This design comes from an exercise in tuning for small area on the open sky130 flow, not from production work.
Only simulation tests tie the RTL to the original design; equivalence was not proved.
The clock port is modelled as an ideal driver, which makes a skipped or thinned clock tree look cheaper than it is; a real chip needs a root buffer or a tree.
Power figures rest on the tool's default switching activity, not on a simulated workload.

==> v7: inputs <==
==> flow/design.v (excerpt) <==
module lcd_component(
  input CLOCK_50,
  input rst_n,
  output LCD_ON,
  output LCD_BLON,
  output LCD_RW,
  output LCD_EN,
  output LCD_RS,
  output [7:0] LCD_DATA,
  input [2:0] mess,
  input [1:0] isServer
);
assign LCD_ON   = 1'b1;
assign LCD_BLON = 1'b1;
assign LCD_RW   = 1'b0;
reg [8:0] p;
reg [7:0] k;
reg       F;
reg       l1;
reg [2:0] l2;
wire act  = (k[7:6] == 2'd0) && (k[5:4] != 2'd0 || k[3:0] >= 4'd11);
wire last = (F && k[5:0] == 6'd11) ? (p == 9'd278) : (p == 9'd257);
wire ld   = (k == 8'd10) && (p == 9'd510);
always @(posedge CLOCK_50 or negedge rst_n)
begin
  if (!rst_n) begin
    p <= 9'd254;
    k <= 8'd10;
    F <= 1'b1;
  end else begin
    if (act && last) begin
      p <= 9'd0;
      if (k[5:0] == 6'd63) begin
        p <= F ? 9'd448 : 9'd427;
        k <= 8'd90;
        F <= 1'b0;
      end else if (k[5:0] == 6'd31)
        k <= 8'd47;
      else
        k <= k + 1'b1;
    end else begin
      p <= p + 1'b1;
      if (&p) k <= k + 1'b1;
    end
  end
end
always @(posedge CLOCK_50)
begin
  if (ld) begin
    if (!isServer[1]) l1 <= isServer[0];
    case (mess)
      3'd0: l2 <= 3'd0;
      3'd1: l2 <= 3'd7;
      3'd2: l2 <= 3'd3;
      3'd3: l2 <= 3'd5;
      3'd4: l2 <= 3'd1;
      3'd5: l2 <= 3'd6;
      default: ;
    endcase
  end
end
assign LCD_EN = act && p >= 9'd3 && p <= 9'd20;
reg [7:0] c1, c2;
wire [3:0] j = k[3:0];
always @(*) begin
  if (!l1)
    case (j)
      0: c1 = 8'h67; 1: c1 = 8'h76; 2: c1 = 8'h73; 3: c1 = 8'h69;
  ...
Settings: LEC_CHECK=0, CAP_MARGIN=20, CORE_MARGIN=2, CORE_UTILIZATION=40, SLEW_MARGIN=20; clock period 10.0 ns.
standard.sh (not shown) runs the stock make flow with config.mk's settings and CLKGATE_MAP_FILE= SYNTH_SCRIPT=/design/flow/synth_recipe.tcl, a recipe that flattens the netlist after the stock synthesis.
==> flow/flow/run.sh <==
#!/bin/bash
# Own flow: the standard layout, with an area-oriented ABC mapping in synthesis
# (adders left to ABC instead of fixed half-adder cells) and the smallest
# buffer on the ports; the clock tree is built without dummy loads.
set -euo pipefail
W=$(pwd)
export FLOW_ABC_SCRIPT=$W/flow/abc_min_area.script
export FLOW_ABC_SEEDS="5"
export FLOW_STD_SYNTH=$W/synth_recipe.tcl
SYN=(SYNTH_SCRIPT=$W/flow/synth_area.tcl ADDER_MAP_FILE=)
bash standard.sh synth "${SYN[@]}" > $W/synth.log 2>&1
bash standard.sh finish "${SYN[@]}" \
  "BUFFER_PORTS_ARGS=-buffer_cell sky130_fd_sc_hd__buf_1" \
  "CTS_ARGS=-sink_clustering_enable -sink_clustering_size 32 -sink_clustering_max_diameter 1000 -sink_clustering_levels 1 -repair_clock_nets -dont_use_dummy_load -buf_list sky130_fd_sc_hd__clkbuf_8" > $W/layout.log 2>&1
==> flow/flow/abc_min_area.script <==
strash
&get -n
&deepsyn -T 30 -S @SEED@
&put
&get -n
&dch -f
&nf -a -R 1000
&put
==> flow/flow/synth_area.tcl <==
# The standard synthesis (synth_recipe.tcl), with the final technology mapping
# done by an area-oriented ABC script instead of ORFS's speed script. The
# mapping is tried with several random seeds of ABC's &deepsyn and the
# smallest result is kept.
proc abc {args} {
  set i [lsearch -exact $args -script]
  if { $i >= 0 } {
    set args [lreplace $args $i [expr { $i + 1 }]]
  }
  set j [lsearch -exact $args -D]
  if { $j >= 0 } {
    set args [lreplace $args $j [expr { $j + 1 }]]
  }
  set lib [lindex $args [expr { [lsearch -exact $args -liberty] + 1 }]]
  set tmpl [read [open $::env(FLOW_ABC_SCRIPT)]]
  yosys design -save my_pre_abc
  set best -1
  foreach seed $::env(FLOW_ABC_SEEDS) {
    yosys design -load my_pre_abc
    set f $::env(RESULTS_DIR)/abc_seed_$seed.script
    set fh [open $f w]
    puts -nonewline $fh [string map [list @SEED@ $seed] $tmpl]
    close $fh
    yosys abc {*}$args -script $f
    set st $::env(RESULTS_DIR)/abc_seed_$seed.stat
    yosys tee -q -o $st stat -liberty $lib
    set area 0
    regexp {Chip area for module [^:]*:\s*([0-9.]+)} [read [open $st]] -> area
    puts "abc seed $seed: area $area"
    if { $best < 0 || $area < $best } {
      set best $area
      yosys design -save my_best_abc
    }
  }
  puts "abc best area $best"
  yosys design -load my_best_abc
}
source $::env(FLOW_STD_SYNTH)
==> v37: changes against v7 <==
==> flow/flow/run.sh (replaced) <==
#!/bin/bash
# Own flow: the standard layout, with an area-oriented ABC mapping in synthesis
# (adders left to ABC instead of fixed half-adder cells) and the smallest
# buffer on the ports; the clock tree is collapsed to one buffer (its root)
# after CTS, without dummy loads; the reset port's buffer is a stronger cell.
set -euo pipefail
W=$(pwd)
export FLOW_ABC_SCRIPTS="$W/flow/abc_nf.script $W/flow/abc_amap.script"
export FLOW_ABC_SEEDS="0 1 2 3 4 5 6 7 8 9 10 11 12 13 14 15 16 17 18 19"
export FLOW_STD_SYNTH=$W/synth_recipe.tcl
SYN=(SYNTH_SCRIPT=$W/flow/synth_area.tcl ADDER_MAP_FILE=)
bash standard.sh synth "${SYN[@]}" > $W/synth.log 2>&1
LAY=("${SYN[@]}" "BUFFER_PORTS_ARGS=-buffer_cell sky130_fd_sc_hd__buf_1"
  "CTS_ARGS=-sink_clustering_enable -repair_clock_nets -dont_use_dummy_load -root_buf sky130_fd_sc_hd__clkbuf_16")
R=$W/orfs/results/$FLOW_PLATFORM/lcd_component/base
bash standard.sh 3_3_place_gp "${LAY[@]}" > $W/layout.log 2>&1
PLACE_DB=$R/3_3_place_gp.odb RESET_PORT=rst_n PORT_BUF_CELL=sky130_fd_sc_hd__buf_4 \
  openroad -no_init -exit $W/flow/size_port_buffer.tcl > $W/size_port_buffer.log 2>&1
bash standard.sh cts "${LAY[@]}" > $W/layout_cts.log 2>&1
CTS_DB=$R/4_cts.odb CLOCK_PORT=CLOCK_50 \
  openroad -no_init -exit $W/flow/flatten_clock.tcl > $W/flatten_clock.log 2>&1
bash standard.sh finish "${LAY[@]}" > $W/layout_finish.log 2>&1
==> flow/flow/abc_amap.script (new file) <==
strash
&get -n
&deepsyn -T 30 -S @SEED@
&put
dch -f
amap
==> flow/flow/abc_nf.script (new file) <==
strash
&get -n
&deepsyn -T 30 -S @SEED@
&put
&get -n
&dch -f
&nf -a -R 1000
&put
==> flow/flow/flatten_clock.tcl (new file) <==
# Collapse the clock tree to its root buffer: every clock buffer driven by the
# root buffer is removed and its sinks are moved onto the root buffer's net.
read_db $::env(CTS_DB)
set block [ord::get_db_block]
set root ""
foreach it [[$block findNet $::env(CLOCK_PORT)] getITerms] {
  if { [$it isInputSignal] && [string match "*clkbuf*" [[[$it getInst] getMaster] getName]] } {
    set root [$it getInst]
  }
}
if { $root eq "" } { error "no root clock buffer" }
set rootnet [[$root findITerm X] getNet]
set n 0
foreach it [$rootnet getITerms] {
  set inst [$it getInst]
  if { $inst eq $root || ![string match "*clkbuf*" [[$inst getMaster] getName]] } { continue }
  if { [[$it getMTerm] getName] ne "A" } { continue }
  set leafnet [[$inst findITerm X] getNet]
  foreach sink [$leafnet getITerms] {
    if { [$sink getInst] eq $inst } { continue }
    $sink disconnect
    $sink connect $rootnet
  }
  $it disconnect
  [$inst findITerm X] disconnect
  odb::dbInst_destroy $inst
  odb::dbNet_destroy $leafnet
  incr n
}
puts "removed $n clock buffers below [$root getName]"
write_db $::env(CTS_DB)
==> flow/flow/size_port_buffer.tcl (new file) <==
# Give the input port buffer on the reset net (which fans out to every
# register's reset pin) a stronger cell, instead of the buffer that repair
# would otherwise add after it. Run after global placement, before
# resizing and detailed placement legalize the cells.
read_db $::env(PLACE_DB)
set block [ord::get_db_block]
set master [[ord::get_db] findMaster $::env(PORT_BUF_CELL)]
set n 0
foreach it [[$block findNet $::env(RESET_PORT)] getITerms] {
  set inst [$it getInst]
  if { [string match "*__buf_*" [[$inst getMaster] getName]] } {
    $inst swapMaster $master
    incr n
  }
}
puts "resized $n port buffers on $::env(RESET_PORT) to $::env(PORT_BUF_CELL)"
write_db $::env(PLACE_DB)
==> flow/flow/synth_area.tcl (replaced) <==
# The standard synthesis (synth_recipe.tcl), with the final technology mapping
# done by an area-oriented ABC script instead of ORFS's speed script. The
# mapping is tried with several scripts and random seeds of ABC's &deepsyn,
# and the smallest result is kept.
proc abc {args} {
  set i [lsearch -exact $args -script]
  if { $i >= 0 } {
    set args [lreplace $args $i [expr { $i + 1 }]]
  }
  set j [lsearch -exact $args -D]
  if { $j >= 0 } {
    set args [lreplace $args $j [expr { $j + 1 }]]
  }
  set lib [lindex $args [expr { [lsearch -exact $args -liberty] + 1 }]]
  yosys design -save my_pre_abc
  set best -1
  foreach script $::env(FLOW_ABC_SCRIPTS) {
    set tmpl [read [open $script]]
    set name [file rootname [file tail $script]]
    foreach seed $::env(FLOW_ABC_SEEDS) {
      yosys design -load my_pre_abc
      set f $::env(RESULTS_DIR)/${name}_$seed.script
      set fh [open $f w]
      puts -nonewline $fh [string map [list @SEED@ $seed] $tmpl]
      close $fh
      yosys abc {*}$args -script $f
      set st $::env(RESULTS_DIR)/${name}_$seed.stat
      yosys tee -q -o $st stat -liberty $lib
      set area 0
      regexp {Chip area for module [^:]*:\s*([0-9.]+)} [read [open $st]] -> area
      puts "abc $name seed $seed: area $area"
      if { $best < 0 || $area < $best } {
        set best $area
        yosys design -save my_best_abc
      }
    }
  }
  puts "abc best area $best"
  yosys design -load my_best_abc
}
source $::env(FLOW_STD_SYNTH)
removed: flow/flow/abc_min_area.script
==> v11: changes against v7 <==
==> flow/flow/run.sh (replaced) <==
#!/bin/bash
# Own flow: the standard layout, with an area-oriented ABC mapping in synthesis
# (adders left to ABC instead of fixed half-adder cells) and the smallest
# buffer on the ports.
set -euo pipefail
W=$(pwd)
export FLOW_ABC_SCRIPT=$W/flow/abc_min_area.script
export FLOW_STD_SYNTH=$W/synth_recipe.tcl
SYN=(SYNTH_SCRIPT=$W/flow/synth_area.tcl ADDER_MAP_FILE=)
bash standard.sh synth "${SYN[@]}" > $W/synth.log 2>&1
bash standard.sh finish "${SYN[@]}" \
  "BUFFER_PORTS_ARGS=-buffer_cell sky130_fd_sc_hd__buf_1" > $W/layout.log 2>&1
==> flow/flow/abc_min_area.script (replaced) <==
strash
&get -n
&deepsyn -T 90
&put
&get -n
&dch -f
&nf -a -R 1000
&put
==> flow/flow/synth_area.tcl (replaced) <==
# The standard synthesis (synth_recipe.tcl), with the final technology mapping
# done by an area-oriented ABC script instead of ORFS's speed script.
proc abc {args} {
  set i [lsearch -exact $args -script]
  if { $i >= 0 } {
    set args [lreplace $args $i [expr { $i + 1 }] -script $::env(FLOW_ABC_SCRIPT)]
  }
  set j [lsearch -exact $args -D]
  if { $j >= 0 } {
    set args [lreplace $args $j [expr { $j + 1 }]]
  }
  yosys abc {*}$args
}
source $::env(FLOW_STD_SYNTH)
==> run summary <==
	v11	v37	v7
Outcome	timing/DRC/antenna clean	timing/DRC/antenna clean	timing/DRC/antenna clean
Sequential cell area fraction in the yosys report	36.0%	36.8%	36.5%
PwrDens	85.4 nW/um^2	79.4 nW/um^2	85.4 nW/um^2
Worst-margin pin slew	0.606 ns	0.602 ns	0.953 ns
Area growth from synthesis to final layout	9.89%	8.22%	9.39%
Gate count of the mapped netlist	216	230	204
Leakage power figure	0.639 nW	0.582 nW	0.596 nW
Sequential share of cell area	32.8%	34.0%	33.3%
Root Buffer	sky130_fd_sc_hd__clkbuf_8	-	sky130_fd_sc_hd__clkbuf_8
Net switching component of the power	0.0306 mW	0.0252 mW	0.0298 mW
HPWL after detailed placement	3.07 mm	3.25 mm	3.04 mm
Worst Skew	0.00316 ns	0.00304 ns	0.0207 ns
Non-clock inverters	6	31	2
Ratio of cells with drive above 1 in the final layout	5.96%	4.90%	6.31%

afterwards: timing with drivers on the ports:
No port has a modelled driver above. Below, the same layouts with a new extraction and two added sets of constraints. Step 1: set_driving_cell puts a clkbuf_16 on CLOCK_50 and a buf_2 on each other input, an assumption about the parent block. Step 2 also shifts input and output timing later by t, the mid clock arrival at the registers, as if the neighbouring blocks saw the same clock. Three values: ideal ports, drivers, drivers and shift; two values: the first two.
| run | t, ns | setup WS [ns] | worst data-port slew with drivers (ns) | pins driven straight from the clock port |
|---|---|---|---|---|
| v7 | 0.279 | 5.310 / 5.288 / 5.568 | 0.03 | 1 |
| v37 | 0.180 | 4.228 / 4.198 / 4.378 | 0.03 | 1 |
| v11 | 0.279 | 4.636 / 4.611 / 4.890 | 0.03 | 1 |
After both steps setup and hold are still met in every run listed.
